From an optimization exercise on the open Yosys and OpenROAD flow, aimed at small area, a short achievable clock period and few clock cycles; shortcuts taken in it are not production practice. Function was checked by simulation only, so behaviour that the tests miss may differ from the original. Power is estimated from default activity; no workload was simulated.

==> build 25 <==
==> flow/design.v (excerpt) <==
module tiny_riscv_processor(
    input wire i_Clk,
    input wire i_Rst_N,
    output wire [31:0] o_mem_addr,
    input wire [31:0] i_mem_data,
    output wire o_read_strobe,
    output wire [31:0] o_mem_write_data,
    output wire [3:0]  o_mem_write_mask
);
export LEC_CHECK = 0
export CAP_MARGIN = 20
export CORE_MARGIN = 2
export CORE_UTILIZATION = 40
export SLEW_MARGIN = 20
create_clock -name core_clock -period 10.0 [get_ports {i_Clk}]
run.sh (not shown) runs the stock make flow with config.mk's settings and CLKGATE_MAP_FILE= SYNTH_SCRIPT=/design/flow/synth_recipe.tcl, a recipe that flattens the netlist after the stock synthesis.
==> trial 60: changes against build 25 <==
--- a/flow/design.v
+++ b/flow/design.v
@@ -12,25 +12,24 @@
         integer k;
         begin
             for (k = 0; k < 32; k = k + 1) rev[k] = in[31-k];
         end
     endfunction
     reg [29:0] pc_f;         
     reg        a_v;          
-    reg [31:0] ir;           
-    reg        ir_v;
     reg [29:0] pc_d;         
     reg        e_v;
     reg [31:0] e_a, e_b, e_t;
     reg [4:0]  e_rd;
     reg        e_wen;        
     reg        e_ldw;        
-    reg        e_ld, e_st, e_br, e_jalr, e_link, e_pred;
+    reg        e_ld, e_st, e_br, e_jalr, e_pred;
     reg [2:0]  e_f3;
     reg        e_sub, e_sra;
+    reg [8:0]  e_sel;        
     reg [1:0]  dA, dB;       
     reg        m_ld, m_st;
     reg [29:0] m_addr;
     reg [31:0] m_wdata;
     reg [3:0]  m_mask;
     reg [4:0]  m_rd;
     reg        m_wen;
@@ -60,36 +59,32 @@
     end
     wire e_dep    = (dA != 2'd0) | (dB != 2'd0);
     wire e_wr_req = e_v & e_wen & ~e_dep;
     wire e_hold   = e_v & (e_dep | (l_v & w_v & e_wen));
     wire e_exec   = e_v & ~e_hold;
     wire e_wr_now = e_exec & e_wen;
     wire [31:0] e_bx  = e_b ^ {32{e_sub}};
-    wire [32:0] e_sum = {1'b0, e_a} + {1'b0, e_bx} + {32'd0, e_sub};
+    wire [33:0] e_sum1 = {1'b0, e_a, 1'b1} + {1'b0, e_bx, e_sub};
+    wire [32:0] e_sum  = e_sum1[33:1];
     wire e_ltu = ~e_sum[32];
     wire e_lt  = (e_a[31] ^ e_b[31]) ? e_a[31] : e_sum[31];
     wire e_eq  = (e_a == e_b);
-    wire        e_left  = (e_f3 == 3'b001);
+    wire        e_left  = e_sel[1];
     wire [31:0] e_shin  = e_left ? rev(e_a) : e_a;
     wire [32:0] e_sht   = $signed({e_sra & e_a[31], e_shin}) >>> e_b[4:0];
     wire [31:0] e_shr   = e_sht[31:0];
-    reg [31:0] e_alu;
-    always @(*) begin
-        case (e_f3)
-            3'b000: e_alu = e_sum[31:0];
-            3'b001: e_alu = rev(e_shr);
-            3'b010: e_alu = {31'd0, e_lt};
-            3'b011: e_alu = {31'd0, e_ltu};
-            3'b100: e_alu = e_a ^ e_b;
-            3'b101: e_alu = e_shr;
-            3'b110: e_alu = e_a | e_b;
-            3'b111: e_alu = e_a & e_b;
-        endcase
-    end
-    wire [31:0] e_res = e_link ? e_t : e_alu;
+    wire [31:0] e_res = ({32{e_sel[0]}} & e_sum[31:0]) |
+                        ({32{e_sel[1]}} & rev(e_shr)) |
+                        {31'd0, e_sel[2] & e_lt} |
+                        {31'd0, e_sel[3] & e_ltu} |
+                        ({32{e_sel[4]}} & (e_a ^ e_b)) |
+                        ({32{e_sel[5]}} & e_shr) |
+                        ({32{e_sel[6]}} & (e_a | e_b)) |
+                        ({32{e_sel[7]}} & (e_a & e_b)) |
+                        ({32{e_sel[8]}} & e_t);
     reg e_taken;
     always @(*) begin
         case (e_f3)
             3'b000:  e_taken = e_eq;
             3'b001:  e_taken = ~e_eq;
             3'b100:  e_taken = e_lt;
             3'b101:  e_taken = ~e_lt;
@@ -117,16 +112,16 @@
                 e_mask  = 4'b1111;
             end
         endcase
     end
     wire l_write_now = l_v & ~e_wr_now;
     wire w_keep = w_v & ~(e_wr_now & (e_rd == w_rd));
     wire l_keep = l_v & ~l_write_now & ~(e_wr_now & (e_rd == l_rd));
-    wire [31:0] d_ins = ir_v ? ir : i_mem_data;
-    wire        d_val = ir_v | a_v;
+    wire [31:0] d_ins = i_mem_data;
+    wire        d_val = a_v;
     wire [4:0] d_op = d_ins[6:2];
     wire d_lui   = d_op == 5'b01101;
     wire d_auipc = d_op == 5'b00101;
     wire d_jal   = d_op == 5'b11011;
     wire d_jalr  = d_op == 5'b11001;
     wire d_br    = d_op == 5'b11000;
     wire d_ld    = d_op == 5'b00000;
@@ -140,22 +135,31 @@
     wire [4:0] d_rd  = d_ins[11:7];
     wire d_rd_nz = (d_rd != 5'd0);
     wire [31:0] d_immI = {{20{d_ins[31]}}, d_ins[31:20]};
     wire [31:0] d_immS = {{20{d_ins[31]}}, d_ins[31:25], d_ins[11:7]};
     wire [31:0] d_immB = {{19{d_ins[31]}}, d_ins[31], d_ins[7], d_ins[30:25], d_ins[11:8], 1'b0};
     wire [31:0] d_immJ = {{11{d_ins[31]}}, d_ins[31], d_ins[19:12], d_ins[20], d_ins[30:21], 1'b0};
     wire [31:0] d_immU = {d_ins[31:12], 12'd0};
-    wire [29:0] d_off    = d_sys ? 30'd0 : d_jal ? d_immJ[31:2] : d_immB[31:2];
-    wire [29:0] d_target = pc_d + d_off;
+    wire [29:0] d_tgtB   = pc_d + d_immB[31:2];
+    wire [29:0] d_tgtJ   = pc_d + d_immJ[31:2];
+    wire [29:0] d_target = d_sys ? pc_d : d_jal ? d_tgtJ : d_tgtB;
     wire [29:0] d_pc4    = pc_d + 30'd1;
     wire        d_pred   = d_br & d_ins[31];
     wire d_use1 = d_alur | d_alui | d_ld | d_st | d_br | d_jalr;
     wire d_use2 = d_alur | d_st | d_br;
-    wire [31:0] rf_a = (d_rs1 == 5'd0) ? 32'd0 : rf[d_rs1];
-    wire [31:0] rf_b = (d_rs2 == 5'd0) ? 32'd0 : rf[d_rs2];
+    reg [31:0] rf_a, rf_b;
+    integer r;
+    always @(*) begin
+        rf_a = 32'd0;
+        rf_b = 32'd0;
+        for (r = 1; r < 32; r = r + 1) begin
+            rf_a = rf_a | (rf[r] & {32{d_rs1 == r[4:0]}});
+            rf_b = rf_b | (rf[r] & {32{d_rs2 == r[4:0]}});
+        end
+    end
     wire eA = e_wr_now & (e_rd == d_rs1);
     wire eB = e_wr_now & (e_rd == d_rs2);
     wire [31:0] d_a = eA ? e_res :
                       (w_v & (w_rd == d_rs1)) ? w_data :
                       (l_v & (l_rd == d_rs1)) ? l_val : rf_a;
     wire [31:0] d_b = eB ? e_res :
                       (w_v & (w_rd == d_rs2)) ? w_data :
@@ -163,29 +167,28 @@
     wire eLA = e_exec & e_ldw & (e_rd == d_rs1);
     wire eLB = e_exec & e_ldw & (e_rd == d_rs2);
     wire mA  = m_ld & m_wen & (m_rd == d_rs1);
     wire mB  = m_ld & m_wen & (m_rd == d_rs2);
     wire [1:0] d_dA = ~d_use1 ? 2'd0 : eLA ? 2'd2 : (~eA & mA) ? 2'd1 : 2'd0;
     wire [1:0] d_dB = ~d_use2 ? 2'd0 : eLB ? 2'd2 : (~eB & mB) ? 2'd1 : 2'd0;
     wire d_redir = d_val & ~e_hold & ~e_redir & (d_jal | d_sys | d_pred);
-    wire drop    = a_v & ir_v & e_hold;
+    wire drop    = a_v & e_hold;
     always @(posedge i_Clk) begin
         if (i_Rst_N) begin
             if (e_wr_now)
                 rf[e_rd] <= e_res;
             else if (l_v)
                 rf[l_rd] <= l_val;
         end
     end
     always @(posedge i_Clk) begin
         if (!i_Rst_N) begin
             pc_f  <= 30'd0;
             pc_d  <= 30'd0;
             a_v   <= 1'b0;
-            ir_v  <= 1'b0;
             e_v   <= 1'b0;
             dA    <= 2'd0;
             dB    <= 2'd0;
             m_ld  <= 1'b0;
             m_st  <= 1'b0;
             m_mask <= 4'd0;
             w_v   <= 1'b0;
@@ -194,41 +197,28 @@
             if (e_redir) begin
                 pc_f <= e_tgt;
                 a_v  <= 1'b0;
             end else if (d_redir) begin
                 pc_f <= d_target;
                 a_v  <= 1'b0;
             end else if (drop) begin
-                pc_f <= d_pc4;
+                pc_f <= pc_d;
                 a_v  <= 1'b0;
             end else if (!m_busy) begin
                 pc_f <= pc_f + 30'd1;
                 a_v  <= 1'b1;
             end else begin
                 a_v  <= 1'b0;
             end
-            if (e_redir) begin
-                ir_v <= 1'b0;
+            if (e_redir)
                 pc_d <= e_tgt;
-            end else if (d_redir) begin
-                ir_v <= 1'b0;
+            else if (d_redir)
                 pc_d <= d_target;
-            end else if (!e_hold) begin
-                if (d_val)
-                    pc_d <= d_pc4;
-                if (ir_v & a_v)
-                    ir <= i_mem_data;
-                else
-                    ir_v <= 1'b0;
-            end else begin
-                if (!ir_v & a_v) begin
-                    ir   <= i_mem_data;
-                    ir_v <= 1'b1;
-                end
-            end
+            else if (d_val & ~e_hold)
+                pc_d <= d_pc4;
             if (e_hold) begin
                 if (dA == 2'd1) e_a <= w_data;
                 if (dB == 2'd1) begin
                     if (e_st) e_t <= w_data;
                     else      e_b <= w_data;
                 end
                 if (dA != 2'd0) dA <= dA - 2'd1;
@@ -244,15 +234,17 @@
                 e_rd   <= d_rd;
                 e_wen  <= d_rd_nz & (d_alur | d_alui | d_lui | d_auipc | d_jal | d_jalr);
                 e_ldw  <= d_rd_nz & d_ld;
                 e_ld   <= d_ld;
                 e_st   <= d_st;
                 e_br   <= d_br;
                 e_jalr <= d_jalr;
-                e_link <= d_jal | d_jalr;
+                e_sel  <= {d_jal | d_jalr,
+                           {8{d_alur | d_alui}} & (8'd1 << d_f3)} |
+                          {8'd0, d_lui | d_auipc};
                 e_pred <= d_pred;
                 e_f3   <= (d_lui | d_auipc) ? 3'b000 : d_f3;
                 e_sub  <= d_br | ((d_alur | d_alui) & (d_f3[2:1] == 2'b01)) |
                           (d_alur & (d_f3 == 3'b000) & d_ins[30]);
                 e_sra  <= d_ins[30];
                 dA     <= (d_val & ~e_redir) ? d_dA : 2'd0;
                 dB     <= (d_val & ~e_redir) ? d_dB : 2'd0;
==> flow/config.mk (replaced) <==
export PLATFORM = sky130hd
export DESIGN_NAME = tiny_riscv_processor
export DESIGN_NICKNAME = tiny_riscv_processor
export VERILOG_FILES = /design/flow/design.v
export SDC_FILE = /design/flow/constraint.sdc
export NUM_CORES = 4
export LEC_CHECK = 0
export ABC_CLOCK_PERIOD_IN_PS = 4000
export CAP_MARGIN = 20
export CORE_MARGIN = 2
export CORE_UTILIZATION = 40
export SETUP_SLACK_MARGIN = 5
export SLEW_MARGIN = 20
==> comparison table <==
item	trial 60	build 25
Status	timing/DRC/antenna clean	timing/DRC/antenna clean
Largest stage delay, worst path	0.70 ns	0.52 ns
Met3 layer usage reported by global route	0.165	0.0699
R2R Path Start	e_sel[1]$_DFFE_PP_	e_sub$_DFFE_PP_
Critical-path cell with the highest stage delay	sky130_fd_sc_hd__a222oi_1	sky130_fd_sc_hd__clkdlybuf4s50_1
Maximum VDD drop	0.000148 V	0.000138 V
Most prevalent standard cell on the critical path	sky130_fd_sc_hd__nor2_1	sky130_fd_sc_hd__a21oi_1
Total placed cells including tap cells	8329	10400
Net switching share of the total power	0.322	0.316
CTS resizes	238	0
Combined area of all synthesized cells	69600 um2	77300 um2
Total core area	173000 um2	192000 um2
Total length of routed wires	377000 um	324000 um
Clock Latency Late Sink	0.84 ns	0.83 ns
Combinational gate power	3480 uW	2990 uW
Count of flip-flops and latches	1308	1331
Area Overhead vs Synth	17.6%	11.0%
Clk_buf instances	169	189
Testbench counts of build 25, summed over its fixed seeds: cycles 32,341.
Testbench counts of trial 60, summed over its fixed seeds: cycles 32,349.

[port drivers added, routing unchanged]
Ports are ideal in the flow. The routed layouts listed here were re-timed in OpenROAD.
Step 1 assumes that a clkbuf_16 drives the clock port and a buf_2 every other input.
Step 2 moves the port delays by t, midway between the first and last clock arrival at a register: inputs arrive t later, outputs are due t later. That takes back most of the time a late clock gives input paths.
a / b / c = ideal ports / drivers / drivers and shift; a / b = the first two.
| run | shift t [ns] | slack for setup (ns) | worst setup path after step 2 | clock arrival spread, ns | worst slew at a driven data input, ns |
|---|---|---|---|---|---|
| build 25 | 0.877 | 3.205 / 3.264 / 2.386 | input to register | 0.073 / 0.073 | 0.04 |
| trial 60 | 0.889 | 4.815 / 4.885 / 3.996 | input to register | 0.084 / 0.084 | 0.07 |
After both steps every run listed still meets setup and hold.
